This design comes from an exercise in tuning for small area and a short achievable clock period on the open sky130 flow, not from production work. No run shown here included a check of the RTL's function; only the layout flow was run. Power is estimated from default activity; no workload was simulated.

==> flow/design.v, too long to show whole: its modules and the start of the top module <==
// module mk_mac: 954 lines
module mk_mac(CLK,
	      RST_N,
	      put_inp_A_a,
	      EN_put_inp_A,
	      RDY_put_inp_A,
	      put_inp_B_b,
	      EN_put_inp_B,
	      RDY_put_inp_B,
	      put_inp_C_c,
	      EN_put_inp_C,
	      RDY_put_inp_C,
	      put_inp_sel_sel,
	      EN_put_inp_sel,
	      RDY_put_inp_sel,
	      get_mac_op,
	      RDY_get_mac_op);
  // ...
==> flow/flow/run.sh <==
#!/bin/bash
# Layout flow: the standard synthesis; then the combinational logic of its
# netlist is re-mapped by ABC with every flip-flop instance (name, cell type,
# connections) kept as it is, and the result is checked equivalent to the
# standard netlist (if the check fails, the standard netlist is used); then
# the standard layout steps, with faster port buffers and a tighter
# timing-repair target.  Each tool writes its own log here.
set -e
W=$(pwd)
ABC_D=9.0          # delay target (ps) for the gate sizing in ABC
bash standard.sh synth > synth.log 2>&1

RES=$(dirname "$(find "$W/orfs/results" -name 1_2_yosys.v | head -1)")
LOGD=$(dirname "$(find "$W/orfs/logs" -name 1_2_yosys.log | head -1)")
OBJ=$(dirname "$(find "$W/orfs/objects" -name abc.constr | head -1)")
LIB="$FLOW_HOME/platforms/$FLOW_PLATFORM/lib/sky130_fd_sc_hd__tt_025C_1v80.lib"
YOSYS=$(command -v yosys || echo "$FLOW_HOME/../tools/install/yosys/bin/yosys")
DU=$(grep -o -- '-dont_use [A-Za-z0-9_]*' "$LOGD/1_2_yosys.log" | sort -u | tr '\n' ' ')
KEEP="=sky130_fd_sc_hd__dfxtp_1 =sky130_fd_sc_hd__edfxtp_1 =sky130_fd_sc_hd__conb_1"
cp "$RES/1_2_yosys.v" "$W/std_netlist.v"

sed -e "s#@LIB@#$LIB#g" -e "s#@KEEP@#$KEEP#g" -e "s#@IN@#$W/std_netlist.v#g" \
    -e "s#@SCRIPT@#$W/flow/resyn.abc#g" -e "s#@DU@#$DU#g" -e "s#@CONSTR@#$OBJ/abc.constr#g" \
    -e "s#@D@#$ABC_D#g" -e "s#@OUT@#$W/resyn_netlist.v#g" flow/resyn.ys.in > resyn.ys
sed -e "s#@LIB@#$LIB#g" -e "s#@GOLD@#$W/std_netlist.v#g" -e "s#@GATE@#$W/resyn_netlist.v#g" \
    flow/equiv.ys.in > equiv.ys

if "$YOSYS" -l resyn.log resyn.ys > /dev/null 2>&1 &&
   "$YOSYS" -l equiv.log equiv.ys > /dev/null 2>&1 &&
   grep -q "Equivalence successfully proven" equiv.log; then
  cp "$W/resyn_netlist.v" "$RES/1_2_yosys.v"
  bash standard.sh synth > synth2.log 2>&1
else
  echo "re-mapping not used" > resyn_skipped.txt
fi

bash standard.sh "BUFFER_PORTS_ARGS=-buffer_cell sky130_fd_sc_hd__buf_2" SETUP_SLACK_MARGIN=6.2 finish > layout.log 2>&1
==> flow/flow/equiv.ys.in <==
# Equivalence of the re-mapped netlist with the standard one; the flip-flops
# pair up by instance name.
read_liberty -wb -ignore_miss_func @LIB@
read_verilog @GOLD@
rename mk_mac gold
read_verilog @GATE@
rename mk_mac gate
flatten -wb gold gate
opt_clean gold gate
async2sync
equiv_make gold gate equiv
hierarchy -top equiv
equiv_simple
equiv_status
==> flow/flow/resyn.abc <==
strash
&get -n
&st
&syn2
&dch -f
&nf
&put
buffer -c
upsize -c
dnsize -c
==> flow/flow/resyn.ys.in <==
# Re-map the combinational logic of the standard synthesis netlist, keeping
# every flip-flop instance (name, cell type and connections) as it is.
read_liberty -wb -ignore_miss_func @LIB@
setattr -mod -set keep_hierarchy 1 @KEEP@
read_verilog @IN@
hierarchy -top mk_mac
flatten -wb
opt -purge
abc -script @SCRIPT@ -liberty @LIB@ @DU@ -constr @CONSTR@ -D @D@
opt_clean -purge
hilomap -singleton -hicell sky130_fd_sc_hd__conb_1 HI -locell sky130_fd_sc_hd__conb_1 LO
insbuf -buf sky130_fd_sc_hd__buf_4 A X
splitnets
opt_clean -purge
stat -liberty @LIB@
write_verilog -noattr -noexpr -nohex -nodec @OUT@
==> flow/standard.sh <==
#!/bin/bash
# synth_recipe.tcl (not shown) runs the flow's synth.tcl, then flattens the netlist and writes it again
# the make line also repeats each setting of config.mk as NAME=value (left out here)
make -C /OpenROAD-flow-scripts/flow DESIGN_CONFIG=/design/flow/config.mk WORK_HOME=/design/flow/orfs CLKGATE_MAP_FILE= SYNTH_SCRIPT=/design/flow/synth_recipe.tcl "${@:-finish}"
==> flow/config.mk <==
export PLATFORM = sky130hd
export DESIGN_NAME = mk_mac
export DESIGN_NICKNAME = mk_mac
export VERILOG_FILES = /design/flow/design.v
export SDC_FILE = /design/flow/constraint.sdc
export NUM_CORES = 8
export LEC_CHECK = 0
export ABC_AREA = 0
export CAP_MARGIN = 0
export CORE_MARGIN = 2
export CORE_UTILIZATION = 65
export CTS_CLUSTER_DIAMETER = 100
export CTS_CLUSTER_SIZE = 30
export PLACE_DENSITY = 0.75
export SLEW_MARGIN = 0
==> flow/constraint.sdc <==
create_clock -name core_clock -period 9.0 [get_ports {CLK}]
set_input_delay 1.8000 -clock core_clock [delete_from_list [all_inputs] [get_ports {CLK}]]
set_output_delay 1.8000 -clock core_clock [all_outputs]
set_load 0.01 [all_outputs]
==> results.ini, run 1 <==
[outcome]
status=complete, no violations

[detailed_routing]
antenna_left=0
wire_per_inst_um=19.3

[pwr]
fin_total_pwr_uw=8700
p_sw_frac=0.365
comb-power_uw=3350
pwr-share-comb=0.385

[final_layout]
nets=2471
design_area_sq_mm=0.0272
bufAreaShareNonClock=0.0517
nNonClkInverters=42
multi_input_area_share=0.394
dominant_cells=flip-flops and latches
seq_cell_count=629

[global_routing]
grt_use_total=0.280
grt_max_degree=65
grt_use_met1=0.355
met2_usage=0.503

[hold_path]
hold_depth=0
worst_hold_path.endpoint=t2_c[6]

[clocking]
clock-sinks=629
cts_root_buffer=clkbuf_16
ctsHoldBuffers=0

[sta]
post-route-min-period_ps=2900

[setup_path]
regToRegSetupSlack_ps=6100
endpoint=rg_out[31]

[placed_design]
io_buffers=102

[die]
num_io_pins=108
core_sq_mm=0.0363
num_rows=70

==> inputs of run 2 (changes only) <==
--- a/flow/design.v
+++ b/flow/design.v
@@ -39,45 +39,35 @@
   reg [31:0] rg_C;
   reg        rg_sel;
   always @(posedge CLK) begin
     if (EN_put_inp_A)   rg_A   <= put_inp_A_a;
     if (EN_put_inp_B)   rg_B   <= put_inp_B_b;
     if (EN_put_inp_C)   rg_C   <= put_inp_C_c;
     if (EN_put_inp_sel) rg_sel <= put_inp_sel_sel;
   end
-  reg [5:0] vld;     
+  reg [6:0] vld;     
   always @(posedge CLK) begin
-    if (!RST_N) vld <= 6'd0;
-    else        vld <= {vld[4:0], ~rg_sel};
+    if (!RST_N) vld <= 7'd0;
+    else        vld <= {vld[5:0], ~rg_sel};
   end
   wire [7:0] eA = rg_A[14:7];
   wire [7:0] eB = rg_B[14:7];
   wire zA = (eA == 8'd0), zB = (eB == 8'd0);
   wire iA = (eA == 8'd255), iB = (eB == 8'd255);
   wire cls_zi = (iA & zB) | (zA & iB);
   wire [1:0] cls_in = cls_zi ? 2'd0 : (zA | zB) ? 2'd1 : (iA | iB) ? 2'd2 : 2'd3;
   reg [1:0] lc;
   always @(posedge CLK)
     if (!rg_sel) lc <= cls_in;
   wire [7:0] e_sum = (eA + eB + 8'd1) ^ 8'h80;     
-  wire [7:0] e_clamp = (e_sum[7:1] != 7'd0 && e_sum[7:1] != 7'h7f) ? e_sum : 8'd0;
-  wire [7:0] exp_add = cls_zi ? 8'd255 : (zA | zB) ? 8'd0 : (iA | iB) ? 8'd255 : e_clamp;
-  wire nx_sel = EN_put_inp_sel ? put_inp_sel_sel : rg_sel;
-  wire nx_a7  = EN_put_inp_A ? put_inp_A_a[7] : rg_A[7];
-  wire nx_b7  = EN_put_inp_B ? put_inp_B_b[7] : rg_B[7];
-  reg md_i8, md_ua, md_va, md_ub, md_vb, md_w;
-  always @(posedge CLK) begin
-    md_i8 <= nx_sel;
-    md_ua <= nx_sel & ~nx_a7;
-    md_va <= nx_sel & nx_a7;
-    md_ub <= nx_sel & ~nx_b7;
-    md_vb <= nx_sel & nx_b7;
-    md_w  <= ~nx_sel | (nx_a7 & nx_b7);
-  end
+  wire md_i8 = rg_sel;
+  wire md_ua = rg_sel & ~rg_A[7], md_va = rg_sel & rg_A[7];
+  wire md_ub = rg_sel & ~rg_B[7], md_vb = rg_sel & rg_B[7];
+  wire md_w  = ~rg_sel | (rg_A[7] & rg_B[7]);
   wire mt_1 = (md_i8 & rg_C[5]) ^ (rg_A[0] & rg_B[5]);
   wire mt_2 = (md_i8 & rg_C[5]) & (rg_A[0] & rg_B[5]);
   wire mt_3 = (md_i8 & rg_C[6]) ^ (rg_A[0] & rg_B[6]) ^ (rg_A[1] & rg_B[5]);
   wire mt_4 = ((md_i8 & rg_C[6]) & (rg_A[0] & rg_B[6])) | ((md_i8 & rg_C[6]) & (rg_A[1] & rg_B[5])) | ((rg_A[0] & rg_B[6]) & (rg_A[1] & rg_B[5]));
   wire mt_5 = (rg_A[2] & rg_B[4]) ^ (rg_A[3] & rg_B[3]);
   wire mt_6 = (rg_A[2] & rg_B[4]) & (rg_A[3] & rg_B[3]);
   wire mt_7 = (md_i8 & rg_C[7]) ^ (rg_A[1] & rg_B[6]) ^ (rg_A[2] & rg_B[5]);
   wire mt_8 = ((md_i8 & rg_C[7]) & (rg_A[1] & rg_B[6])) | ((md_i8 & rg_C[7]) & (rg_A[2] & rg_B[5])) | ((rg_A[1] & rg_B[6]) & (rg_A[2] & rg_B[5]));
@@ -185,26 +175,30 @@
   wire mt_110 = (mt_60 & mt_83) | (mt_60 & mt_82) | (mt_83 & mt_82);
   wire mt_111 = (md_i8 & rg_C[14]) ^ md_w ^ mt_84;
   wire mt_112 = ((md_i8 & rg_C[14]) & md_w) | ((md_i8 & rg_C[14]) & mt_84) | (md_w & mt_84);
   wire mt_113 = (md_i8 & rg_C[15]) ^ md_i8;
   wire mt_114 = (md_i8 & rg_C[15]) & md_i8;
   wire [17:0] mt_r0 = {1'b0, mt_114, mt_112, mt_110, mt_108, mt_106, mt_104, mt_102, mt_100, mt_98, mt_96, mt_94, mt_92, mt_90, mt_88, mt_86, mt_85, (md_i8 & rg_C[0])};
   wire [17:0] mt_r1 = {1'b0, 1'b0, mt_113, mt_111, mt_109, mt_107, mt_105, mt_103, mt_101, mt_99, mt_97, mt_95, mt_93, mt_91, mt_89, mt_87, (rg_A[1] & rg_B[0]), (rg_A[0] & rg_B[0])};
   reg        t0_s;
-  reg [7:0]  t0_e;
+  reg [7:0]  t0_e;                  
+  reg [1:0]  t0_k;                  
   reg [17:0] t0_r0, t0_r1;
   reg [31:0] t0_c;
   always @(posedge CLK) begin
     t0_s  <= rg_A[15] ^ rg_B[15];
-    t0_e  <= exp_add;
+    t0_e  <= e_sum;
+    t0_k  <= cls_in;
     t0_r0 <= mt_r0;
     t0_r1 <= mt_r1;
     t0_c  <= rg_C;
   end
+  wire [7:0] e_clamp = (t0_e[7:1] != 7'd0 && t0_e[7:1] != 7'h7f) ? t0_e : 8'd0;
+  wire [7:0] exp_add = (t0_k == 2'd3) ? e_clamp : (t0_k == 2'd1) ? 8'd0 : 8'd255;
   wire ca_g1 = t0_r0[0] & t0_r1[0];
   wire ca_x2 = t0_r0[0] ^ t0_r1[0];
   wire ca_g3 = t0_r0[1] & t0_r1[1];
   wire ca_x4 = t0_r0[1] ^ t0_r1[1];
   wire ca_g5 = t0_r0[2] & t0_r1[2];
   wire ca_x6 = t0_r0[2] ^ t0_r1[2];
   wire ca_g7 = t0_r0[3] & t0_r1[3];
   wire ca_x8 = t0_r0[3] ^ t0_r1[3];
@@ -327,97 +321,91 @@
   wire [17:0] t0_sum = {ca_s124, ca_s123, ca_s122, ca_s121, ca_s120, ca_s119, ca_s118, ca_s117, ca_s116, ca_s115, ca_s114, ca_s113, ca_s112, ca_s111, ca_s110, ca_s109, ca_s108, ca_s107};
   reg        t1_s;
   reg [7:0]  t1_e;
   reg [15:0] t1_p;
   reg [1:0]  t1_q;
   reg [31:0] t1_c;
   always @(posedge CLK) begin
     t1_s <= t0_s;
-    t1_e <= t0_e;
+    t1_e <= exp_add;
     t1_p <= t0_sum[15:0];
     t1_q <= t0_sum[17:16];
     t1_c <= t0_c;
   end
-  reg [15:0] i8_lo, i8_ch;
-  reg [1:0]  i8_q;
-  always @(posedge CLK)
-    if (!vld[1]) begin
-      i8_lo <= t1_p;
-      i8_ch <= t1_c[31:16];
-      i8_q  <= t1_q;
-    end
-  wire co_p1 = i8_ch[1] & i8_ch[0];
-  wire co_p2 = i8_ch[3] & i8_ch[2];
-  wire co_p3 = i8_ch[5] & i8_ch[4];
-  wire co_p4 = i8_ch[7] & i8_ch[6];
-  wire co_p5 = i8_ch[9] & i8_ch[8];
-  wire co_p6 = i8_ch[11] & i8_ch[10];
-  wire co_p7 = i8_ch[13] & i8_ch[12];
-  wire co_p8 = i8_ch[15] & i8_ch[14];
-  wire co_p9 = i8_ch[2] & co_p1;
+  wire co_p1 = t1_c[17] & t1_c[16];
+  wire co_p2 = t1_c[19] & t1_c[18];
+  wire co_p3 = t1_c[21] & t1_c[20];
+  wire co_p4 = t1_c[23] & t1_c[22];
+  wire co_p5 = t1_c[25] & t1_c[24];
+  wire co_p6 = t1_c[27] & t1_c[26];
+  wire co_p7 = t1_c[29] & t1_c[28];
+  wire co_p8 = t1_c[31] & t1_c[30];
+  wire co_p9 = t1_c[18] & co_p1;
   wire co_p10 = co_p2 & co_p1;
-  wire co_p11 = i8_ch[6] & co_p3;
+  wire co_p11 = t1_c[22] & co_p3;
   wire co_p12 = co_p4 & co_p3;
-  wire co_p13 = i8_ch[10] & co_p5;
+  wire co_p13 = t1_c[26] & co_p5;
   wire co_p14 = co_p6 & co_p5;
-  wire co_p15 = i8_ch[14] & co_p7;
+  wire co_p15 = t1_c[30] & co_p7;
   wire co_p16 = co_p8 & co_p7;
-  wire co_p17 = i8_ch[4] & co_p10;
+  wire co_p17 = t1_c[20] & co_p10;
   wire co_p18 = co_p3 & co_p10;
   wire co_p19 = co_p11 & co_p10;
   wire co_p20 = co_p12 & co_p10;
-  wire co_p21 = i8_ch[12] & co_p14;
+  wire co_p21 = t1_c[28] & co_p14;
   wire co_p22 = co_p7 & co_p14;
   wire co_p23 = co_p15 & co_p14;
   wire co_p24 = co_p16 & co_p14;
-  wire co_p25 = i8_ch[8] & co_p20;
+  wire co_p25 = t1_c[24] & co_p20;
   wire co_p26 = co_p5 & co_p20;
   wire co_p27 = co_p13 & co_p20;
   wire co_p28 = co_p14 & co_p20;
   wire co_p29 = co_p21 & co_p20;
   wire co_p30 = co_p22 & co_p20;
   wire co_p31 = co_p23 & co_p20;
   wire co_p32 = co_p24 & co_p20;
-  wire cz_p1 = ~i8_ch[1] & ~i8_ch[0];
-  wire cz_p2 = ~i8_ch[3] & ~i8_ch[2];
-  wire cz_p3 = ~i8_ch[5] & ~i8_ch[4];
-  wire cz_p4 = ~i8_ch[7] & ~i8_ch[6];
-  wire cz_p5 = ~i8_ch[9] & ~i8_ch[8];
-  wire cz_p6 = ~i8_ch[11] & ~i8_ch[10];
-  wire cz_p7 = ~i8_ch[13] & ~i8_ch[12];
-  wire cz_p8 = ~i8_ch[15] & ~i8_ch[14];
-  wire cz_p9 = ~i8_ch[2] & cz_p1;
+  wire cz_p1 = ~t1_c[17] & ~t1_c[16];
+  wire cz_p2 = ~t1_c[19] & ~t1_c[18];
+  wire cz_p3 = ~t1_c[21] & ~t1_c[20];
+  wire cz_p4 = ~t1_c[23] & ~t1_c[22];
+  wire cz_p5 = ~t1_c[25] & ~t1_c[24];
+  wire cz_p6 = ~t1_c[27] & ~t1_c[26];
+  wire cz_p7 = ~t1_c[29] & ~t1_c[28];
+  wire cz_p8 = ~t1_c[31] & ~t1_c[30];
+  wire cz_p9 = ~t1_c[18] & cz_p1;
   wire cz_p10 = cz_p2 & cz_p1;
-  wire cz_p11 = ~i8_ch[6] & cz_p3;
+  wire cz_p11 = ~t1_c[22] & cz_p3;
   wire cz_p12 = cz_p4 & cz_p3;
-  wire cz_p13 = ~i8_ch[10] & cz_p5;
+  wire cz_p13 = ~t1_c[26] & cz_p5;
   wire cz_p14 = cz_p6 & cz_p5;
-  wire cz_p15 = ~i8_ch[14] & cz_p7;
+  wire cz_p15 = ~t1_c[30] & cz_p7;
   wire cz_p16 = cz_p8 & cz_p7;
-  wire cz_p17 = ~i8_ch[4] & cz_p10;
+  wire cz_p17 = ~t1_c[20] & cz_p10;
   wire cz_p18 = cz_p3 & cz_p10;
   wire cz_p19 = cz_p11 & cz_p10;
   wire cz_p20 = cz_p12 & cz_p10;
-  wire cz_p21 = ~i8_ch[12] & cz_p14;
+  wire cz_p21 = ~t1_c[28] & cz_p14;
   wire cz_p22 = cz_p7 & cz_p14;
   wire cz_p23 = cz_p15 & cz_p14;
   wire cz_p24 = cz_p16 & cz_p14;
-  wire cz_p25 = ~i8_ch[8] & cz_p20;
+  wire cz_p25 = ~t1_c[24] & cz_p20;
   wire cz_p26 = cz_p5 & cz_p20;
   wire cz_p27 = cz_p13 & cz_p20;
   wire cz_p28 = cz_p14 & cz_p20;
   wire cz_p29 = cz_p21 & cz_p20;
   wire cz_p30 = cz_p22 & cz_p20;
   wire cz_p31 = cz_p23 & cz_p20;
   wire cz_p32 = cz_p24 & cz_p20;
-  wire [15:0] c_o = {co_p31, co_p30, co_p29, co_p28, co_p27, co_p26, co_p25, co_p20, co_p19, co_p18, co_p17, co_p10, co_p9, co_p1, i8_ch[0], 1'b1};
-  wire [15:0] c_z = {cz_p31, cz_p30, cz_p29, cz_p28, cz_p27, cz_p26, cz_p25, cz_p20, cz_p19, cz_p18, cz_p17, cz_p10, cz_p9, cz_p1, ~i8_ch[0], 1'b1};
-  wire [15:0] c_fl = ({16{i8_q[1]}} & c_o) | ({16{~i8_q[1] & ~i8_q[0]}} & c_z);
-  wire [31:0] i8_res = {i8_ch ^ c_fl, i8_lo};
+  wire [15:0] c_o = {co_p31, co_p30, co_p29, co_p28, co_p27, co_p26, co_p25, co_p20, co_p19, co_p18, co_p17, co_p10, co_p9, co_p1, t1_c[16], 1'b1};
+  wire [15:0] c_z = {cz_p31, cz_p30, cz_p29, cz_p28, cz_p27, cz_p26, cz_p25, cz_p20, cz_p19, cz_p18, cz_p17, cz_p10, cz_p9, cz_p1, ~t1_c[16], 1'b1};
+  wire [15:0] c_fl = ({16{t1_q[1]}} & c_o) | ({16{~t1_q[1] & ~t1_q[0]}} & c_z);
+  reg [31:0] i8_res;
+  always @(posedge CLK)
+    if (!vld[1]) i8_res <= {t1_c[31:16] ^ c_fl, t1_p};
   wire [7:0] m1 = t1_p[15] ? t1_p[15:8] : t1_p[14:7];
   wire g1 = t1_p[15] ? t1_p[8] : t1_p[7];
   wire r1 = t1_p[15] ? t1_p[7] : t1_p[6];
   wire st1 = t1_p[15] ? (t1_p[6:0] != 7'd0) : (t1_p[5:0] != 6'd0);
   wire rnd1 = r1 & (g1 | st1);
   wire [8:0] m9 = {1'b0, m1} + {8'd0, rnd1};
   wire [7:0] e1p1 = t1_e + 8'd1;
   wire [7:0] e1p2 = t1_e + 8'd2;
@@ -803,152 +791,161 @@
   wire lz_v83 = lz_v73 | lz_v78;
   wire lz_c84 = lz_v73 ? lz_c74 : lz_c79;
   wire lz_c85 = lz_v73 ? lz_c75 : lz_c80;
   wire lz_c86 = lz_v73 ? lz_c76 : lz_c81;
   wire lz_c87 = lz_v73 ? lz_c77 : lz_c82;
   wire lz_c88 = ~lz_v73;
   wire lz_v = lz_v83;
   wire [4:0] lz_c = {lz_c88, lz_c87, lz_c86, lz_c85, lz_c84};
-  wire [4:0]  lz = lz_v ? lz_c : 5'd2;
-  wire [27:0] nm = t5_m << lz;
-  wire v5 = vld[5];
-  reg        t6_s, t6_rnd;
+  wire [4:0] lz = lz_v ? lz_c : 5'd2;
+  reg        t6_s;
   reg [7:0]  t6_e;
-  reg [22:0] t6_f;
+  reg [4:0]  t6_l;
+  reg [27:0] t6_m;
   always @(posedge CLK) begin
-    t6_s   <= v5 & t5_s;
-    t6_e   <= ~v5 ? 8'd0 : t5_e + {3'b111, ~lz};    
-    t6_f   <= ~v5 ? 23'd0 : nm[26:4];
-    t6_rnd <= v5 & nm[3] & (nm[4] | (nm[2:0] != 3'd0));
+    t6_s   <= t5_s;
+    t6_e   <= t5_e;                 
+    t6_l   <= lz;
+    t6_m   <= t5_m;
+  end
+  wire [27:0] nm = t6_m << t6_l;
+  wire v6 = vld[6];
+  reg        t7_s, t7_rnd;
+  reg [7:0]  t7_e;
+  reg [22:0] t7_f;
+  always @(posedge CLK) begin
+    t7_s   <= v6 & t6_s;
+    t7_e   <= ~v6 ? 8'd0 : t6_e + {3'b111, ~t6_l};    
+    t7_f   <= ~v6 ? 23'd0 : nm[26:4];
+    t7_rnd <= v6 & nm[3] & (nm[4] | (nm[2:0] != 3'd0));
   end
-  wire ri_g1 = 1'b0 | (t6_f[1] & (t6_rnd & t6_f[0]));
-  wire ri_p2 = t6_f[1] & t6_f[0];
+  wire ri_g1 = 1'b0 | (t7_f[1] & (t7_rnd & t7_f[0]));
+  wire ri_p2 = t7_f[1] & t7_f[0];
   wire ri_g3 = 1'b0;
-  wire ri_p4 = t6_f[3] & t6_f[2];
+  wire ri_p4 = t7_f[3] & t7_f[2];
   wire ri_g5 = 1'b0;
-  wire ri_p6 = t6_f[5] & t6_f[4];
+  wire ri_p6 = t7_f[5] & t7_f[4];
   wire ri_g7 = 1'b0;
-  wire ri_p8 = t6_f[7] & t6_f[6];
+  wire ri_p8 = t7_f[7] & t7_f[6];
   wire ri_g9 = 1'b0;
-  wire ri_p10 = t6_f[9] & t6_f[8];
+  wire ri_p10 = t7_f[9] & t7_f[8];
   wire ri_g11 = 1'b0;
-  wire ri_p12 = t6_f[11] & t6_f[10];
+  wire ri_p12 = t7_f[11] & t7_f[10];
   wire ri_g13 = 1'b0;
-  wire ri_p14 = t6_f[13] & t6_f[12];
+  wire ri_p14 = t7_f[13] & t7_f[12];
   wire ri_g15 = 1'b0;
-  wire ri_p16 = t6_f[15] & t6_f[14];
+  wire ri_p16 = t7_f[15] & t7_f[14];
   wire ri_g17 = 1'b0;
-  wire ri_p18 = t6_f[17] & t6_f[16];
+  wire ri_p18 = t7_f[17] & t7_f[16];
   wire ri_g19 = 1'b0;
-  wire ri_p20 = t6_f[19] & t6_f[18];
+  wire ri_p20 = t7_f[19] & t7_f[18];
   wire ri_g21 = 1'b0;
-  wire ri_p22 = t6_f[21] & t6_f[20];
-  wire ri_g23 = 1'b0 | (t6_f[2] & ri_g1);
-  wire ri_p24 = t6_f[2] & ri_p2;
+  wire ri_p22 = t7_f[21] & t7_f[20];
+  wire ri_g23 = 1'b0 | (t7_f[2] & ri_g1);
+  wire ri_p24 = t7_f[2] & ri_p2;
   wire ri_g25 = ri_g3 | (ri_p4 & ri_g1);
   wire ri_p26 = ri_p4 & ri_p2;
-  wire ri_g27 = 1'b0 | (t6_f[6] & ri_g5);
-  wire ri_p28 = t6_f[6] & ri_p6;
+  wire ri_g27 = 1'b0 | (t7_f[6] & ri_g5);
+  wire ri_p28 = t7_f[6] & ri_p6;
   wire ri_g29 = ri_g7 | (ri_p8 & ri_g5);
   wire ri_p30 = ri_p8 & ri_p6;
-  wire ri_g31 = 1'b0 | (t6_f[10] & ri_g9);
-  wire ri_p32 = t6_f[10] & ri_p10;
+  wire ri_g31 = 1'b0 | (t7_f[10] & ri_g9);
+  wire ri_p32 = t7_f[10] & ri_p10;
   wire ri_g33 = ri_g11 | (ri_p12 & ri_g9);
   wire ri_p34 = ri_p12 & ri_p10;
-  wire ri_g35 = 1'b0 | (t6_f[14] & ri_g13);
-  wire ri_p36 = t6_f[14] & ri_p14;
+  wire ri_g35 = 1'b0 | (t7_f[14] & ri_g13);
+  wire ri_p36 = t7_f[14] & ri_p14;
   wire ri_g37 = ri_g15 | (ri_p16 & ri_g13);
   wire ri_p38 = ri_p16 & ri_p14;
-  wire ri_g39 = 1'b0 | (t6_f[18] & ri_g17);
-  wire ri_p40 = t6_f[18] & ri_p18;
+  wire ri_g39 = 1'b0 | (t7_f[18] & ri_g17);
+  wire ri_p40 = t7_f[18] & ri_p18;
   wire ri_g41 = ri_g19 | (ri_p20 & ri_g17);
   wire ri_p42 = ri_p20 & ri_p18;
-  wire ri_g43 = 1'b0 | (t6_f[22] & ri_g21);
-  wire ri_p44 = t6_f[22] & ri_p22;
-  wire ri_g45 = 1'b0 | (t6_f[4] & ri_g25);
-  wire ri_p46 = t6_f[4] & ri_p26;
+  wire ri_g43 = 1'b0 | (t7_f[22] & ri_g21);
+  wire ri_p44 = t7_f[22] & ri_p22;
+  wire ri_g45 = 1'b0 | (t7_f[4] & ri_g25);
+  wire ri_p46 = t7_f[4] & ri_p26;
   wire ri_g47 = ri_g5 | (ri_p6 & ri_g25);
   wire ri_p48 = ri_p6 & ri_p26;
   wire ri_g49 = ri_g27 | (ri_p28 & ri_g25);
   wire ri_p50 = ri_p28 & ri_p26;
   wire ri_g51 = ri_g29 | (ri_p30 & ri_g25);
   wire ri_p52 = ri_p30 & ri_p26;
-  wire ri_g53 = 1'b0 | (t6_f[12] & ri_g33);
-  wire ri_p54 = t6_f[12] & ri_p34;
+  wire ri_g53 = 1'b0 | (t7_f[12] & ri_g33);
+  wire ri_p54 = t7_f[12] & ri_p34;
   wire ri_g55 = ri_g13 | (ri_p14 & ri_g33);
   wire ri_p56 = ri_p14 & ri_p34;
   wire ri_g57 = ri_g35 | (ri_p36 & ri_g33);
   wire ri_p58 = ri_p36 & ri_p34;
   wire ri_g59 = ri_g37 | (ri_p38 & ri_g33);
   wire ri_p60 = ri_p38 & ri_p34;
-  wire ri_g61 = 1'b0 | (t6_f[20] & ri_g41);
-  wire ri_p62 = t6_f[20] & ri_p42;
+  wire ri_g61 = 1'b0 | (t7_f[20] & ri_g41);
+  wire ri_p62 = t7_f[20] & ri_p42;
   wire ri_g63 = ri_g21 | (ri_p22 & ri_g41);
   wire ri_p64 = ri_p22 & ri_p42;
   wire ri_g65 = ri_g43 | (ri_p44 & ri_g41);
   wire ri_p66 = ri_p44 & ri_p42;
-  wire ri_g67 = 1'b0 | (t6_f[8] & ri_g51);
-  wire ri_p68 = t6_f[8] & ri_p52;
+  wire ri_g67 = 1'b0 | (t7_f[8] & ri_g51);
+  wire ri_p68 = t7_f[8] & ri_p52;
   wire ri_g69 = ri_g9 | (ri_p10 & ri_g51);
   wire ri_p70 = ri_p10 & ri_p52;
   wire ri_g71 = ri_g31 | (ri_p32 & ri_g51);
   wire ri_p72 = ri_p32 & ri_p52;
   wire ri_g73 = ri_g33 | (ri_p34 & ri_g51);
   wire ri_p74 = ri_p34 & ri_p52;
   wire ri_g75 = ri_g53 | (ri_p54 & ri_g51);
   wire ri_p76 = ri_p54 & ri_p52;
   wire ri_g77 = ri_g55 | (ri_p56 & ri_g51);
   wire ri_p78 = ri_p56 & ri_p52;
   wire ri_g79 = ri_g57 | (ri_p58 & ri_g51);
   wire ri_p80 = ri_p58 & ri_p52;
   wire ri_g81 = ri_g59 | (ri_p60 & ri_g51);
   wire ri_p82 = ri_p60 & ri_p52;
-  wire ri_g83 = 1'b0 | (t6_f[16] & ri_g81);
-  wire ri_p84 = t6_f[16] & ri_p82;
+  wire ri_g83 = 1'b0 | (t7_f[16] & ri_g81);
+  wire ri_p84 = t7_f[16] & ri_p82;
   wire ri_g85 = ri_g17 | (ri_p18 & ri_g81);
   wire ri_p86 = ri_p18 & ri_p82;
   wire ri_g87 = ri_g39 | (ri_p40 & ri_g81);
   wire ri_p88 = ri_p40 & ri_p82;
   wire ri_g89 = ri_g41 | (ri_p42 & ri_g81);
   wire ri_p90 = ri_p42 & ri_p82;
   wire ri_g91 = ri_g61 | (ri_p62 & ri_g81);
   wire ri_p92 = ri_p62 & ri_p82;
   wire ri_g93 = ri_g63 | (ri_p64 & ri_g81);
   wire ri_p94 = ri_p64 & ri_p82;
   wire ri_g95 = ri_g65 | (ri_p66 & ri_g81);
   wire ri_p96 = ri_p66 & ri_p82;
-  wire ri_s97 = t6_f[0] ^ t6_rnd;
-  wire ri_s98 = t6_f[1] ^ (t6_rnd & t6_f[0]);
-  wire ri_s99 = t6_f[2] ^ ri_g1;
-  wire ri_s100 = t6_f[3] ^ ri_g23;
-  wire ri_s101 = t6_f[4] ^ ri_g25;
-  wire ri_s102 = t6_f[5] ^ ri_g45;
-  wire ri_s103 = t6_f[6] ^ ri_g47;
-  wire ri_s104 = t6_f[7] ^ ri_g49;
-  wire ri_s105 = t6_f[8] ^ ri_g51;
-  wire ri_s106 = t6_f[9] ^ ri_g67;
-  wire ri_s107 = t6_f[10] ^ ri_g69;
-  wire ri_s108 = t6_f[11] ^ ri_g71;
-  wire ri_s109 = t6_f[12] ^ ri_g73;
-  wire ri_s110 = t6_f[13] ^ ri_g75;
-  wire ri_s111 = t6_f[14] ^ ri_g77;
-  wire ri_s112 = t6_f[15] ^ ri_g79;
-  wire ri_s113 = t6_f[16] ^ ri_g81;
-  wire ri_s114 = t6_f[17] ^ ri_g83;
-  wire ri_s115 = t6_f[18] ^ ri_g85;
-  wire ri_s116 = t6_f[19] ^ ri_g87;
-  wire ri_s117 = t6_f[20] ^ ri_g89;
-  wire ri_s118 = t6_f[21] ^ ri_g91;
-  wire ri_s119 = t6_f[22] ^ ri_g93;
-  wire [22:0] f7 = {ri_s119, ri_s118, ri_s117, ri_s116, ri_s115, ri_s114, ri_s113, ri_s112, ri_s111, ri_s110, ri_s109, ri_s108, ri_s107, ri_s106, ri_s105, ri_s104, ri_s103, ri_s102, ri_s101, ri_s100, ri_s99, ri_s98, ri_s97};
-  reg [31:0] t7, t8, t9, t10;
+  wire ri_s97 = t7_f[0] ^ t7_rnd;
+  wire ri_s98 = t7_f[1] ^ (t7_rnd & t7_f[0]);
+  wire ri_s99 = t7_f[2] ^ ri_g1;
+  wire ri_s100 = t7_f[3] ^ ri_g23;
+  wire ri_s101 = t7_f[4] ^ ri_g25;
+  wire ri_s102 = t7_f[5] ^ ri_g45;
+  wire ri_s103 = t7_f[6] ^ ri_g47;
+  wire ri_s104 = t7_f[7] ^ ri_g49;
+  wire ri_s105 = t7_f[8] ^ ri_g51;
+  wire ri_s106 = t7_f[9] ^ ri_g67;
+  wire ri_s107 = t7_f[10] ^ ri_g69;
+  wire ri_s108 = t7_f[11] ^ ri_g71;
+  wire ri_s109 = t7_f[12] ^ ri_g73;
+  wire ri_s110 = t7_f[13] ^ ri_g75;
+  wire ri_s111 = t7_f[14] ^ ri_g77;
+  wire ri_s112 = t7_f[15] ^ ri_g79;
+  wire ri_s113 = t7_f[16] ^ ri_g81;
+  wire ri_s114 = t7_f[17] ^ ri_g83;
+  wire ri_s115 = t7_f[18] ^ ri_g85;
+  wire ri_s116 = t7_f[19] ^ ri_g87;
+  wire ri_s117 = t7_f[20] ^ ri_g89;
+  wire ri_s118 = t7_f[21] ^ ri_g91;
+  wire ri_s119 = t7_f[22] ^ ri_g93;
+  wire [22:0] f8 = {ri_s119, ri_s118, ri_s117, ri_s116, ri_s115, ri_s114, ri_s113, ri_s112, ri_s111, ri_s110, ri_s109, ri_s108, ri_s107, ri_s106, ri_s105, ri_s104, ri_s103, ri_s102, ri_s101, ri_s100, ri_s99, ri_s98, ri_s97};
+  reg [31:0] t8, t9, t10;
   always @(posedge CLK) begin
-    t7  <= {t6_s, t6_e, f7};
-    t8  <= t7;
+    t8  <= {t7_s, t7_e, f8};
     t9  <= t8;
     t10 <= t9;
   end
   reg [31:0] rg_out;
   always @(posedge CLK)
     rg_out <= rg_sel ? i8_res : t10;
   assign get_mac_op = rg_out;
 endmodule
--- a/flow/flow/run.sh
+++ b/flow/flow/run.sh
@@ -29,9 +29,9 @@
    "$YOSYS" -l equiv.log equiv.ys > /dev/null 2>&1 &&
    grep -q "Equivalence successfully proven" equiv.log; then
   cp "$W/resyn_netlist.v" "$RES/1_2_yosys.v"
   bash standard.sh synth > synth2.log 2>&1
 else
   echo "re-mapping not used" > resyn_skipped.txt
 fi
 
-bash standard.sh "BUFFER_PORTS_ARGS=-buffer_cell sky130_fd_sc_hd__buf_2" SETUP_SLACK_MARGIN=6.2 finish > layout.log 2>&1
+bash standard.sh "BUFFER_PORTS_ARGS=-buffer_cell sky130_fd_sc_hd__buf_2" SETUP_SLACK_MARGIN=6.15 finish > layout.log 2>&1
==> flow/flow/resyn.abc (replaced) <==
strash
&get -n
&st
&dch -f
&nf
&st
&dch -f
&nf
&put
buffer -c
upsize -c
dnsize -c
==> run 2 against run 1 <==
Still clean on timing, DRC and antenna. Design area down 6.1%. Wire length down 7.2%. Fmax up 1.3%. Cell count down 3.0%. Sequential cell count up 5. Critical path depth down 9. Largest cell class unchanged. Highest routed layer unchanged.
==> results.ini, run 2 <==
[outcome]
status=complete, no violations  ; unchanged

[setup_path]
critPathTopFamily=flip-flops  ; was simple AND/OR/NAND/NOR gates
startpoint=rg_out[16]  ; was i8_q[0]
cp.required_ps=7200  ; was 9470 ps
endpoint=get_mac_op[16]  ; was rg_out[31]
reg2reg_from=t4_a[4]  ; was i8_q[0]
r2r_cells=11  ; was 10
cpMaxStageDelayCell=dfxtp_1  ; was or4_4
critPathMaxStageDelay_ps=340  ; was 580 ps
reg2reg_to=t5_m[27]  ; was rg_out[31]
path_class=flop to output pin  ; was flop to flop
critPathArrivalTime_ps=1070  ; was 3370 ps
regToRegSetupSlack_ps=6330  ; was 6100 ps
end_kind=output pin  ; was flop
cp-start-kind=flop  ; unchanged
critPathMaxFanout=1  ; was 3
critPathBufInv=1  ; was 0
crit_chain=buf_2  ; was or4_4, nor4b_4, nand2b_1, nor3_2, nand2b_1, or3_4, or3_4, mux2i_2, xnor2_1, a21oi_1
critical_path_depth=1  ; was 10

[die]
core_sq_mm=0.0363  ; about the same
die-area_sq_mm=0.0381  ; was 0.0382 sq mm
fp.dieH_um=195  ; about the same
num_rows=70  ; unchanged
start_util=0.655  ; was 0.656
die_w_um=195  ; about the same
num_io_pins=108  ; unchanged

[detailed_routing]
drcViolationCount=0  ; unchanged
wirelength_um=51600  ; was 55600 um
drtIter0Drc=839  ; was 981
vias=15900  ; was 16500
wire_per_inst_um=18.5  ; was 19.3 um
drtPass1Iterations=5  ; unchanged
vias_per_cell=5.68  ; was 5.71
antenna_left=0  ; unchanged

[clocking]
htreeDepth=1  ; unchanged
clock_latency_ps=590  ; was 610 ps
clock-sinks=634  ; was 629
ctsHoldBuffers=0  ; unchanged
cts_root_buffer=clkbuf_16  ; unchanged
numCtsBuffers=25  ; unchanged
cts_tree=yes  ; unchanged
path_clk_slew_ps=110  ; was 100 ps
clockBufferDepth=3  ; unchanged

[sta]
whs_ps=320  ; was 329 ps
skew_ps=18.6  ; was 25.9 ps
post-route-min-period_ps=2870  ; was 2900 ps
rsz0062_at_grt=true  ; unchanged
setup_tns_ps=0  ; unchanged
fin_crit_sh=0.318  ; was 0.323
finalHoldViolations=0  ; unchanged
finalSetupViolCount=0  ; unchanged
fmax_mhz=349  ; was 344 MHz
slew_viol_final=0  ; unchanged
worst_pin_slew_ps=1240  ; was 1080 ps
slew_headroom=0.176  ; was 0.279

[pwr]
power_density_mw_per_mm2=314  ; was 319 mW/mm^2
vdd_drop_max_mv=0.213  ; was 0.187 mV
power_leakage_uw=0.0102  ; was 0.0108 uW

[placed_design]
placed_cells_incl_taps=2749  ; was 2756
io_buffers=102  ; unchanged
dp_hpwl_um=38900  ; was 39500 um
place_congestion=0.935  ; was 0.931

[final_layout]
final_common_cell=dfxtp_1  ; unchanged
nets=2384  ; was 2471
final_cell_mix=516 x dfxtp_1, 206 x nand2_1, 185 x nor2_1  ; was 501 x dfxtp_1, 213 x nor2_1, 185 x nand2_1
final_layout_size_suffix_gt1_frac=0.118  ; was 0.197
layout-area-overhead-vs-synth_pct=7.67  ; was 14.3%
layoutNonFillerInstCount=2793  ; was 2880
diodes=0  ; unchanged

[hold_path]
hold_class=flop to flop  ; unchanged
hold_depth=0  ; unchanged
min-delay-start=t1_s  ; was t1_c[6]

[yosys]
netlist_instances=2249  ; was 2251
avgSynthCellArea_sq_um=10.6  ; about the same
netlist_area_sq_mm=0.0237  ; was 0.0238 sq mm
ys_warn_count=1  ; unchanged

[global_routing]
grt_overflow=0  ; unchanged
antenna_found_initial=0  ; unchanged
grt_max_degree=85  ; was 65
grt_pass1_vias=15500  ; was 15700
grt_pass1_wl_um=81500  ; was 84100 um
grt_use_total=0.270  ; was 0.280

[flow_run]
maxCapViolations=0  ; unchanged

## run 2: power breakdown
group          leakage [uW]  total, uW  switching (uW)  internal, uW
sequential          0.00544       4060             528          3530
combinational       0.00438       2600            1470          1140
clock              0.000353       1360             807           555
total                0.0102       8030            2800          5220
## run 2: cell type report
class,count,area [sq um]
Inverter,63,236
Clock buffer,34,659
Tap cell,468,586
Sequential cell,634,13700
Timing Repair Buffer,117,768
Fill cell,2723,10700
Multi-Input combinational cell,1472,9560
Clock inverter,5,67.6
## run 2: per-layer routing
layer	vias to the layer above	wire [um]	track usage
met2	414	25400	0.481
met5	-	0	0
met4	0	1440	0.0763
met3	72	2060	0.0275
met1	7520	22700	0.350
li1	7862	-	-
## run 2: worst min path at each step
stage	slack, ps	endpoint
5_1_grt	330	t3_cs
2_1_floorplan	310	t10[0]
6_report	320	t2_s
4_1_cts	310	t3_cs
3_3_place_gp	310	t2_s
3_5_place_dp	310	t10[10]
## run 2: repair_timing
| action | 4_1_cts | 5_1_grt |
|---|---|---|
| buffers inserted | 0 | 5 |
| gates resized for setup | 31 | 24 |
| setup endpoints to repair | 27 | 76 |
## run 2: stage by stage
| step | total power [uW] | cell area (sq um) | utilization | setup slack, ps |
|---|---|---|---|---|
| 2_1_floorplan | 5940 | 23800 | - | 6640 |
| 3_3_place_gp | 6590 | 24600 | 0.678 | 6080 |
| 3_5_place_dp | 6650 | 24600 | 0.678 | 6040 |
| 4_1_cts | 8000 | 25400 | 0.702 | 6120 |
| 5_1_grt | 8490 | 25600 | 0.705 | 6080 |
| 6_report | 8030 | 25600 | 0.705 | 6130 |
==> inputs of run 3 (changes only) <==
==> flow/flow/resyn.abc (replaced) <==
strash
&get -n
&st
&syn2
&dch -f
&nf
&put
buffer -c
upsize -c
dnsize -c
==> run 3 against run 2 <==
Still clean. Design area increased by 1.2%. Sequential cell count is the same. Sequential share of layout area decreased by 0.57 points. Non-clock buffer count up 6. Combinational power up 5%. Sequential power about the same. Critical path depth unchanged. Die area grew 0.36%. Clock power barely moved. Critical path type unchanged. Largest cell class unchanged.
==> results.ini, run 3 <==
[sta]
setup_tns_ps=0  ; unchanged
skew_ps=15.3  ; was 18.6 ps
rsz0062_at_grt=true  ; unchanged
fin_crit_sh=0.316  ; was 0.318
finalSetupViolCount=0  ; unchanged
finalHoldViolations=0  ; unchanged
slew_headroom=0.262  ; was 0.176
slew_viol_final=0  ; unchanged
fmax_mhz=352  ; was 349 MHz
post-route-min-period_ps=2840  ; was 2870 ps
whs_ps=334  ; was 320 ps
worst_pin_slew_ps=1100  ; was 1240 ps

[detailed_routing]
wirelength_um=52600  ; was 51600 um
vias_per_cell=5.69  ; was 5.68
drcViolationCount=0  ; unchanged
wire_per_inst_um=18.8  ; was 18.5 um
vias=15900  ; about the same
drtPass1Iterations=6  ; was 5
drtIter0Drc=1010  ; was 839
antenna_left=0  ; unchanged

[hold_path]
hold_depth=0  ; unchanged
hold_class=flop to flop  ; unchanged

[global_routing]
grt_max_degree=76  ; was 85
grt_overflow=0  ; unchanged
antenna_found_initial=1  ; was 0
grt_pass1_vias=15500  ; about the same
grt_pass1_wl_um=82600  ; was 81500 um
grt_use_total=0.274  ; was 0.270

[clocking]
clock_latency_ps=580  ; was 590 ps
cts_root_buffer=clkbuf_16  ; unchanged
htreeDepth=1  ; unchanged
numCtsBuffers=25  ; unchanged
clockBufferDepth=3  ; unchanged
cts_tree=yes  ; unchanged
path_clk_slew_ps=110  ; about the same
clock-sinks=634  ; unchanged

[flow_run]
maxCapViolations=0  ; unchanged

[pwr]
vdd_drop_max_mv=0.244  ; was 0.213 mV
power_density_mw_per_mm2=315  ; was 314 mW/mm^2
power_leakage_uw=0.0102  ; about the same

[die]
num_rows=70  ; unchanged
num_io_pins=108  ; unchanged
die_w_um=195  ; about the same
core_sq_mm=0.0363  ; about the same
start_util=0.656  ; was 0.655
fp.dieH_um=195  ; about the same
die-area_sq_mm=0.0382  ; was 0.0381 sq mm

[setup_path]
crit_chain=buf_6  ; was buf_2
cpMaxStageDelayCell=dfxtp_2  ; was dfxtp_1
end_kind=output pin  ; unchanged
critPathArrivalTime_ps=1040  ; was 1070 ps
critPathMaxStageDelay_ps=370  ; was 340 ps
critical_path_depth=1  ; unchanged
cp-start-kind=flop  ; unchanged
r2r_cells=9  ; was 11
cp.required_ps=7200  ; about the same
critPathTopFamily=flip-flops  ; unchanged
critPathBufInv=1  ; unchanged
critPathMaxFanout=1  ; unchanged
path_class=flop to output pin  ; unchanged

[final_layout]
final_common_cell=dfxtp_1  ; unchanged
nets=2386  ; was 2384
final_layout_size_suffix_gt1_frac=0.128  ; was 0.118
layout-area-overhead-vs-synth_pct=8.53  ; was 7.67%
final_cell_mix=506 x dfxtp_1, 194 x nand2_1, 184 x nor2_1  ; was 516 x dfxtp_1, 206 x nand2_1, 185 x nor2_1

[placed_design]
io_buffers=102  ; unchanged
dp_hpwl_um=39500  ; was 38900 um
place_congestion=1.02  ; was 0.935

[yosys]
ys_warn_count=1  ; unchanged
netlist_area_sq_mm=0.0238  ; was 0.0237 sq mm
netlist_instances=2246  ; was 2249
avgSynthCellArea_sq_um=10.6  ; about the same

[outcome]
status=complete, no violations  ; unchanged

==> run 3: per-layer routing <==
metal	routed length (um)	GRT usage	share of wire	up-vias
met3	2300	0.0276	0.044	99
met5	18	0	0.00034	-
li1	-	-	-	7865
met1	22500	0.351	0.43	7497
met2	26100	0.488	0.50	458
met4	1680	0.0871	0.032	2
==> run 3: metrics by stage <==
| step | utilization | worst slack [ps] | total power [uW] | std cells | area, sq um |
|---|---|---|---|---|---|
| 3_3_place_gp | 0.680 | 5950 | 6680 | 2745 | 24700 |
| 4_1_cts | 0.705 | 6130 | 8090 | 2788 | 25600 |
| 3_5_place_dp | 0.680 | 5830 | 6740 | 2745 | 24700 |
| 2_1_floorplan | - | 6390 | 6000 | 2250 | 23800 |
| 5_1_grt | 0.712 | 6100 | 8620 | 2795 | 25900 |
| 6_report | 0.712 | 6160 | 8140 | 2796 | 25900 |
==> run 3: what timing repair did <==
item                                    in CTS  in global routing
resized for setup                           47                 46
pin swaps                                    0                  8
buffers inserted                             4                  6
cloned                                       0                  1
endpoints found under the setup margin      65                 80
hold buffers                                 0                  0
==> run 3: path summary, 6_finish.rpt <==
kind | endpoint | slack [ps] | startpoint
worst max-delay path | get_mac_op[27] | 6160 | rg_out[27]
worst min register to register | t1_c[25] | 330 | t0_c[25]
worst min-delay path | t1_c[25] | 330 | t0_c[25]
worst max register to register | t0_e[7] | 6250 | rg_B[7]
==> run 3: power breakdown <==
part           switching (uW)  leakage [uW]  total (uW)  internal, uW
sequential                549       0.00544        4080          3530
combinational            1520       0.00440        2720          1200
clock                     809      0.000334        1340           530
total                    2880        0.0102        8140          5260
==> run 3: final cells by class <==
cell class / instances / area [sq um]
Antenna cell: 1 / 2.50
Inverter: 49 / 191
Timing Repair Buffer: 123 / 850
Multi-Input combinational cell: 1482 / 9830
Tap cell: 468 / 586
Clock inverter: 2 / 37.5
Clock buffer: 37 / 671
Sequential cell: 634 / 13700
Fill cell: 2597 / 10500
==> inputs of run 4 (changes only) <==
==> flow/flow/resyn.abc (replaced) <==
strash
&get -n
&st
&b
&dch -f
&nf
&st
&dch -f
&nf
&put
buffer -c
upsize -c
dnsize -c
==> run 4 against run 3 <==
Critical endpoint is now get_mac_op[30]. Highest routed layer is now met4. Critical path depth unchanged. Synthesized area is 0.37% lower. Die area down 0.37%. Clock skew up 1.7 ps.
==> results.ini, run 4 <==
[detailed_routing]
antenna_left=0  ; unchanged
drtIter0Drc=1009  ; was 1010
drtPass1Iterations=9  ; was 6
vias=16500  ; was 15900
drcViolationCount=0  ; unchanged
vias_per_cell=5.76  ; was 5.69
wirelength_um=54000  ; was 52600 um
drt-met1-wl_um=23500  ; was 22500 um
highest_layer=met4  ; was met5
met2_length_um=26500  ; was 26100 um
wl_met3_um=2260  ; was 2300 um
wire_per_inst_um=18.9  ; was 18.8 um

[setup_path]
cp.required_ps=7200  ; about the same
crit_chain=buf_6  ; unchanged
path_class=flop to output pin  ; unchanged
critPathArrivalTime_ps=1060  ; was 1040 ps
critPathMaxStageDelay_ps=380  ; was 370 ps
end_kind=output pin  ; unchanged
cpMaxStageDelayCell=dfxtp_2  ; unchanged
critPathTopFamily=flip-flops  ; unchanged
cp-start-kind=flop  ; unchanged
r2r_cells=10  ; was 9
critPathMaxFanout=1  ; unchanged
critical_path_depth=1  ; unchanged
critPathBufInv=1  ; unchanged

[global_routing]
antenna_found_initial=0  ; was 1
grt_pass1_vias=15700  ; was 15500
grt_use_total=0.277  ; was 0.274
grt_pass1_wl_um=83500  ; was 82600 um
grt_max_degree=81  ; was 76
grt_overflow=0  ; unchanged

[yosys]
netlist_instances=2292  ; was 2246
netlist_area_sq_mm=0.0237  ; was 0.0238 sq mm
avgSynthCellArea_sq_um=10.4  ; was 10.6 sq um
ys_warn_count=1  ; unchanged

[placed_design]
io_buffers=102  ; unchanged
placed_cell_area_sq_mm=0.0246  ; was 0.0247 sq mm
place_congestion=0.933  ; was 1.02
placed_cells_incl_taps=2783  ; was 2745
dp_hpwl_um=40000  ; was 39500 um
place_ws_ps=5670  ; was 5830 ps

[final_layout]
fillerInstances=2635  ; was 2597
final_cell_mix=509 x dfxtp_1, 211 x nand2_1, 195 x nor2_1  ; was 506 x dfxtp_1, 194 x nand2_1, 184 x nor2_1
final_common_cell=dfxtp_1  ; unchanged
final_layout_size_suffix_gt1_frac=0.125  ; was 0.128
layoutNonFillerInstCount=2857  ; was 2796
layout-area-overhead-vs-synth_pct=8.72  ; was 8.53%
design_area_sq_mm=0.0258  ; was 0.0259 sq mm
nets=2447  ; was 2386

[sta]
setup_tns_ps=0  ; unchanged
slew_viol_final=0  ; unchanged
post-route-min-period_ps=2860  ; was 2840 ps
final.setup.worst_slack_ps=6140  ; was 6160 ps
slew_headroom=0.140  ; was 0.262
finalHoldViolations=0  ; unchanged
fmax_mhz=350  ; was 352 MHz
skew_ps=17.0  ; was 15.3 ps
finalSetupViolCount=0  ; unchanged
fin_crit_sh=0.318  ; was 0.316
rsz0062_at_grt=true  ; unchanged
worst_pin_slew_ps=1290  ; was 1100 ps

[pwr]
p_sw_frac=0.360  ; was 0.354
intPower_uw=5220  ; was 5260 uW
power_density_mw_per_mm2=316  ; was 315 mW/mm^2
pwr-share-clk=0.164  ; about the same
fin_total_pwr_uw=8150  ; was 8140 uW
power_leakage_uw=0.0103  ; was 0.0102 uW
pwr-share-comb=0.326  ; was 0.334
p_seq_frac=0.510  ; was 0.501
p_switching_uw=2940  ; was 2880 uW
vdd_drop_max_mv=0.205  ; was 0.244 mV

[die]
fp.dieH_um=195  ; about the same
die-area_sq_mm=0.0381  ; was 0.0382 sq mm
start_util=0.655  ; was 0.656
die_w_um=195  ; about the same
num_io_pins=108  ; unchanged
core_sq_mm=0.0363  ; about the same
num_rows=70  ; unchanged

[clocking]
clock-sinks=634  ; unchanged
htreeDepth=1  ; unchanged
ctsHoldBuffers=0  ; unchanged
clock_latency_ps=580  ; about the same
path_clk_slew_ps=110  ; about the same
cts_tree=yes  ; unchanged
numCtsBuffers=25  ; unchanged
clockBufferDepth=3  ; unchanged
cts_root_buffer=clkbuf_16  ; unchanged

[outcome]
status=complete, no violations  ; unchanged

[hold_path]
hold_class=flop to flop  ; unchanged
hold_depth=0  ; unchanged

[flow_run]
maxCapViolations=0  ; unchanged

[run 4: path summary, 6_finish.rpt]
path,startpoint,slack [ps],end
worst max-delay path,rg_out[30],6140,get_mac_op[30]
worst min-delay path,t7_e[5],330,t8[28]
worst max register to register,t1_q[1],6250,i8_res[31]
worst min register to register,t7_e[5],330,t8[28]
[run 4: repair_timing]
| action | 4_1_cts | 5_1_grt |
|---|---|---|
| endpoints found under the hold margin | 0 | 0 |
| endpoints found under the setup margin | 38 | 84 |
| gates resized for setup | 47 | 32 |
| pin swaps | 4 | 9 |
| setup buffers | 4 | 29 |
| gates cloned | 0 | 1 |
[run 4: power by group through the flow]
| stage | clock [uW] | combinational (uW) | sequential (uW) |
|---|---|---|---|
| 3_5_place_dp | 0 | 2560 | 4210 |
| 6_report | 1330 | 2660 | 4160 |
| 5_1_grt | 1440 | 2930 | 4240 |
| 3_3_place_gp | 0 | 2500 | 4190 |
| 4_1_cts | 1360 | 2590 | 4150 |
| 2_1_floorplan | 0 | 2070 | 3920 |
[run 4: area by class of cell]
type                    instances  area, sq um  share of cell area
flip-flops and latches        634        13700               0.531
clock inverters                 3         32.5             0.00126
repair buffers                144          978              0.0379
well taps                     468          586              0.0227
clock buffers                  36          667              0.0258
diodes                          1         2.50           0.0000969
inverters                      54          206             0.00800
multi-input cells            1517         9640               0.373
[run 4: layer usage]
metal | GRT usage | vias to the layer above
li1 | - | 8122
met1 | 0.360 | 7782
met2 | 0.490 | 470
met3 | 0.0245 | 82
met4 | 0.0908 | 0
met5 | 0 | -
[run 4: metrics by stage]
step,hold slack [ps],utilization
finish,326,0.712
global route,339,0.712
CTS,329,0.702
detailed placement,312,0.678
global placement,310,0.678
floorplan,310,-
==> inputs of run 5 (changes only) <==
==> flow/flow/resyn.abc (replaced) <==
strash
&get -n
&st
&dch -f
&nf
&st
&dch -f
&nf
&st
&dch -f
&nf
&put
buffer -c
upsize -c
dnsize -c
==> run 5 against run 4 <==
Still clean. Wire length down 3.4%. Register-to-register slack got worse by 40 ps. Via count down 3.5%. Non-clock buffer count down 20. Synthesized cell count decreased by 1.7%. Synthesized area up 0.14%. Die area grew 0.14%. First-iteration DRC count up 7.1%. Setup slack gained 10 ps. Combinational power down 3%. Critical endpoint is now get_mac_op[25].
==> results.ini, run 5 <==
[final_layout]
fillerInstances=2697  ; was 2635
fin_util=0.707  ; was 0.712
final_layout_size_suffix_gt1_frac=0.128  ; was 0.125
final_cell_mix=508 x dfxtp_1, 237 x nand2_1, 160 x nor2_1  ; was 509 x dfxtp_1, 211 x nand2_1, 195 x nor2_1
layout-area-overhead-vs-synth_pct=8.10  ; was 8.72%
design_area_sq_mm=0.0257  ; was 0.0258 sq mm
final_common_cell=dfxtp_1  ; unchanged
nets=2394  ; was 2447
diodes=0  ; was 1

[placed_design]
dp_hpwl_um=38600  ; was 40000 um
placed_cell_area_sq_mm=0.0246  ; about the same
place_congestion=0.905  ; was 0.933
io_buffers=102  ; unchanged
place_ws_ps=5940  ; was 5670 ps

[setup_path]
cpMaxStageDelayCell=dfxtp_2  ; unchanged
reg2reg_from=t1_c[16]  ; was t1_q[1]
critPathBufInv=1  ; unchanged
critPathMaxStageDelay_ps=370  ; was 380 ps
crit_chain=buf_6  ; unchanged
path_class=flop to output pin  ; unchanged
startpoint=rg_out[25]  ; was rg_out[30]
end_kind=output pin  ; unchanged
critPathMaxFanout=1  ; unchanged
critPathArrivalTime_ps=1050  ; was 1060 ps
critPathTopFamily=flip-flops  ; unchanged
cp-start-kind=flop  ; unchanged
cp.required_ps=7200  ; about the same

[detailed_routing]
drtIter0Drc=1081  ; was 1009
antenna_left=0  ; unchanged
drcViolationCount=0  ; unchanged
wl_met3_um=2310  ; was 2260 um
vias=15900  ; was 16500
wire_per_inst_um=18.6  ; was 18.9 um
highest_layer=met4  ; unchanged
drtPass1Iterations=6  ; was 9
wirelength_um=52200  ; was 54000 um
met2_length_um=25800  ; was 26500 um
vias_per_cell=5.66  ; was 5.76
drt-met1-wl_um=22700  ; was 23500 um

[hold_path]
min-delay-start=t0_c[27]  ; was t7_e[5]
hold_class=flop to flop  ; unchanged

[clocking]
clockBufferDepth=3  ; unchanged
path_clk_slew_ps=100  ; was 110 ps
htreeDepth=1  ; unchanged
ctsHoldBuffers=0  ; unchanged
cts_root_buffer=clkbuf_16  ; unchanged
clock-sinks=634  ; unchanged
clock_latency_ps=580  ; about the same
cts_tree=yes  ; unchanged
numCtsBuffers=25  ; unchanged

[global_routing]
grt_max_degree=86  ; was 81
grt_pass1_vias=15400  ; was 15700
grt_overflow=0  ; unchanged
grt_pass1_wl_um=80900  ; was 83500 um
antenna_found_initial=0  ; unchanged
grt_use_total=0.269  ; was 0.277

[die]
fp.dieH_um=195  ; about the same
core_sq_mm=0.0363  ; about the same
num_io_pins=108  ; unchanged
die-area_sq_mm=0.0381  ; about the same
num_rows=70  ; unchanged
start_util=0.654  ; was 0.655
die_w_um=195  ; about the same

[sta]
worst_pin_slew_ps=1110  ; was 1290 ps
fin_crit_sh=0.317  ; was 0.318
finalHoldViolations=0  ; unchanged
slew_headroom=0.258  ; was 0.140
final.setup.worst_slack_ps=6150  ; was 6140 ps
post-route-min-period_ps=2850  ; was 2860 ps
setup_tns_ps=0  ; unchanged
finalSetupViolCount=0  ; unchanged
rsz0062_at_grt=true  ; unchanged
slew_viol_final=0  ; unchanged
skew_ps=23.6  ; was 17.0 ps
fmax_mhz=351  ; was 350 MHz

[yosys]
ys_warn_count=1  ; unchanged
avgSynthCellArea_sq_um=10.6  ; was 10.4 sq um
netlist_area_sq_mm=0.0238  ; was 0.0237 sq mm
netlist_instances=2252  ; was 2292

[pwr]
power_leakage_uw=0.0103  ; about the same
vdd_drop_max_mv=0.195  ; was 0.205 mV
power_density_mw_per_mm2=312  ; was 316 mW/mm^2
fin_total_pwr_uw=8030  ; was 8150 uW

[outcome]
status=complete, no violations  ; unchanged

[flow_run]
maxCapViolations=0  ; unchanged

-- run 5: worst paths after layout --
kind / slack [ps] / endpoint / cells past startpoint
worst max-delay path: 6150 / get_mac_op[25] / 1
worst max register to register: 6210 / i8_res[31] / 11
worst min register to register: 330 / t1_c[27] / 0
worst min-delay path: 330 / t1_c[27] / 0
-- run 5: power breakdown --
group	total [uW]	internal (uW)	switching, uW
Sequential	4120	3530	585
Clock	1330	530	801
Combinational	2580	1150	1430
-- run 5: layout make-up --
type	instances	area [sq um]	share of cell area
tap	468	586	0.0228
clock inverter	3	31.3	0.00122
timing repair buffer	124	855	0.0332
multi-input combinational	1475	9620	0.374
clock buffer	37	671	0.0261
sequential	634	13700	0.533
inverter	63	238	0.00925
-- run 5: per-stage QoR --
stage | cells | hold WS [ps]
after detailed placement | 2751 | 312
after global placement | 2751 | 310
final | 2804 | 331
after floorplan | 2256 | 310
after CTS | 2791 | 333
after global routing | 2804 | 336
-- run 5: worst register-to-register path: stages, from the launching register on --
cell	delay, ps
dfxtp_4	380
nor4_4	300
nand2b_1	120
or2_1	250
or3_4	370
nor3_4	180
nand2b_1	150
nor3_2	240
nand2b_1	130
nor3_2	200
o21ai_1	110
xnor2_1	130
-- run 5: timing repair --
action                     4_1_cts  5_1_grt
setup endpoints to repair       31       58
pin swaps                        0        3
gates resized for setup         36       39
setup buffers                    0       12
hold endpoints to repair         0        0
gates cloned                     0        1
-- run 5: metal layers --
layer	vias to the layer above	track usage
met3	88	0.0263
li1	7879	-
met2	473	0.475
met4	0	0.0786
met5	-	0
met1	7436	0.353
==> inputs of run 6 (changes only) <==
==> flow/flow/resyn.abc (replaced) <==
strash
ifraig
dc2
&get -n
&st
&dch -f
&nf
&st
&dch -f
&nf
&put
buffer -c
upsize -c
dnsize -c
==> run 6 against run 5 <==
Non-clock buffer count up 55. Core utilization is 3.0 points higher. Design area grew 2.2%. Synthesized area down 0.76%. Largest cell class unchanged. Wire length grew 3.2%. Count of clock-buffer cells in the layout unchanged.
==> results.ini, run 6 <==
[global_routing]
antenna_found_initial=0  ; unchanged
grt_pass1_vias=15800  ; was 15400
grt_use_total=0.277  ; was 0.269
grt_pass1_wl_um=83100  ; was 80900 um
grt_overflow=0  ; unchanged
grt_max_degree=86  ; unchanged

[sta]
finalSetupViolCount=0  ; unchanged
rsz0062_at_grt=true  ; unchanged
setup_tns_ps=0  ; unchanged
post-route-min-period_ps=3110  ; was 2850 ps
worst_pin_slew_ps=1250  ; was 1110 ps
fin_crit_sh=0.345  ; was 0.317
slew_headroom=0.167  ; was 0.258
whs_ps=332  ; was 331 ps
skew_ps=25.8  ; was 23.6 ps
slew_viol_final=0  ; unchanged
fmax_mhz=322  ; was 351 MHz
finalHoldViolations=0  ; unchanged

[yosys]
ys_warn_count=1  ; unchanged
netlist_area_sq_mm=0.0236  ; was 0.0238 sq mm
netlist_instances=2263  ; was 2252
avgSynthCellArea_sq_um=10.4  ; was 10.6 sq um

[die]
core_sq_mm=0.0357  ; was 0.0363 sq mm
fp.dieH_um=195  ; about the same
num_io_pins=108  ; unchanged
die_w_um=195  ; about the same
die-area_sq_mm=0.0378  ; was 0.0381 sq mm
start_util=0.662  ; was 0.654
num_rows=69  ; was 70

[detailed_routing]
vias=16300  ; was 15900
wirelength_um=53900  ; was 52200 um
antenna_left=0  ; unchanged
wire_per_inst_um=18.8  ; was 18.6 um
drtPass1Iterations=5  ; was 6
drcViolationCount=0  ; unchanged
drtIter0Drc=984  ; was 1081
vias_per_cell=5.67  ; was 5.66

[setup_path]
critPathMaxFanout=3  ; was 1
critPathArrivalTime_ps=3570  ; was 1050 ps
crit_chain=nand4_1, o21ai_2, o221ai_4, a2111oi_4, o21ai_2, a311o_1, a31oi_4, a221oi_4, a2111oi_4, o31ai_4, a211oi_2, a211oi_1, xnor2_1  ; was buf_6
end_kind=flop  ; was output pin
cp.required_ps=9470  ; was 7200 ps
cp-start-kind=flop  ; unchanged
path_class=flop to flop  ; was flop to output pin
critPathMaxStageDelay_ps=420  ; was 370 ps
cpMaxStageDelayCell=a2111oi_4  ; was dfxtp_2

[clocking]
ctsHoldBuffers=0  ; unchanged
cts_tree=yes  ; unchanged
path_clk_slew_ps=110  ; was 100 ps
htreeDepth=1  ; unchanged
clock_latency_ps=580  ; about the same
numCtsBuffers=25  ; unchanged
clockBufferDepth=3  ; unchanged
clock-sinks=634  ; unchanged
cts_root_buffer=clkbuf_16  ; unchanged

[pwr]
p_switching_uw=2940  ; was 2820 uW
power_density_mw_per_mm2=316  ; was 312 mW/mm^2
power_leakage_uw=0.0105  ; was 0.0103 uW
p_sw_frac=0.354  ; was 0.351
pwr-share-comb=0.346  ; was 0.321
pwr-share-clk=0.162  ; was 0.166
intPower_uw=5360  ; was 5210 uW
p_seq_frac=0.492  ; was 0.513
vdd_drop_max_mv=0.184  ; was 0.195 mV

[flow_run]
maxCapViolations=0  ; unchanged

[placed_design]
place_congestion=0.946  ; was 0.905
io_buffers=102  ; unchanged
dp_hpwl_um=38200  ; was 38600 um

[hold_path]
hold_class=flop to flop  ; unchanged

[final_layout]
fin_util=0.737  ; was 0.707
nets=2463  ; was 2394
fillerInstances=2525  ; was 2697
final_cell_mix=496 x dfxtp_1, 221 x nand2_1, 191 x nor2_1  ; was 508 x dfxtp_1, 237 x nand2_1, 160 x nor2_1
final_layout_size_suffix_gt1_frac=0.157  ; was 0.128
final_common_cell=dfxtp_1  ; unchanged
layout-area-overhead-vs-synth_pct=11.4  ; was 8.10%
diodes=0  ; unchanged

[outcome]
status=complete, no violations  ; unchanged

[run 6: path summary, 6_finish.rpt]
check | from | endpoint | slack (ps) | cells after the start
hold reg to reg | t0_c[11] | t1_c[11] | 330 | 0
hold / removal | t0_c[11] | t1_c[11] | 330 | 0
setup / recovery | t4_b[0] | t5_m[27] | 5890 | 13
setup reg to reg | t4_b[0] | t5_m[27] | 5890 | 13
[run 6: final cells by class]
type / instances / area, sq um / share of cell area
multi-input cells: 1479 / 9640 / 0.367
well taps: 461 / 577 / 0.0220
repair buffers: 179 / 1360 / 0.0516
clock buffers: 37 / 681 / 0.0259
inverters: 73 / 278 / 0.0106
clock inverters: 3 / 30.0 / 0.00114
flip-flops and latches: 634 / 13700 / 0.522
[run 6: critical path: cells and delay by family (launching register included)]
family,cells,cell delay (ps)
flops,1,350
xor+xnor,1,120
compound gates,11,2350
simple gates,1,170
[run 6: repair_timing]
action / 4_1_cts / 5_1_grt
gates resized for setup: 68 / 74
gates cloned: 0 / 1
setup endpoints to repair: 50 / 68
buffers inserted: 39 / 28
pin swaps: 12 / 14
[run 6: layer usage]
layer | up-vias | part of all wire | global-route usage
met3 | 108 | 0.047 | 0.0342
met5 | - | 0 | 0
met4 | 0 | 0.036 | 0.0986
li1 | 7994 | - | -
met1 | 7622 | 0.42 | 0.349
met2 | 528 | 0.50 | 0.491
[run 6: power groups by stage]
stage | logic, uW | registers [uW] | clock network (uW)
after floorplan | 2020 | 3890 | 0
after global placement | 2500 | 4090 | 0
after detailed placement | 2530 | 4120 | 0
after CTS | 2680 | 4060 | 1360
after global routing | 3150 | 4150 | 1470
final | 2870 | 4080 | 1350
[run 6: per-stage QoR]
stage	worst slack [ps]	cells	power [uW]	cell area, sq um
final	5890	2866	8300	26300
after global placement	5880	2758	6590	24500
after CTS	5940	2837	8110	25800
after floorplan	6010	2267	5910	23600
after global routing	5780	2866	8770	26300
after detailed placement	5750	2758	6650	24500

==> afterwards: timing with drivers on the ports <==
The flow's constraints put no driver on any port. The routed layouts listed below were extracted and timed again, unchanged, in two steps. Step 1: set_driving_cell puts a clkbuf_16 on CLK and a buf_2 on each other input, an assumption about the parent block. Step 2, shift: input delay + t, output delay - t, t = (earliest + latest rising clock arrival at the registers) / 2. This alone moves slack from input paths to output paths. Slacks: no drivers / after step 1 / after step 2; pairs: no drivers / after step 1.
| run | t (ns) | setup WS [ns] | latest minus earliest clock arrival (ns) |
|---|---|---|---|
| run 1 | 0.647 | 6.097 / 6.080 / 6.039 | 0.030 / 0.030 |
| run 2 | 0.635 | 6.135 / 6.077 / 6.280 | 0.023 / 0.023 |
| run 3 | 0.629 | 6.158 / 6.104 / 6.235 | 0.021 / 0.021 |
| run 4 | 0.629 | 6.140 / 6.085 / 6.212 | 0.020 / 0.019 |
| run 5 | 0.624 | 6.150 / 6.093 / 6.213 | 0.026 / 0.026 |
| run 6 | 0.623 | 5.895 / 5.895 / 5.895 | 0.032 / 0.032 |
After both steps setup and hold are still met in every run listed. For run 1, which loses most, drivers alone change the setup slack by -0.017 ns; drivers and shift together by -0.058 ns.
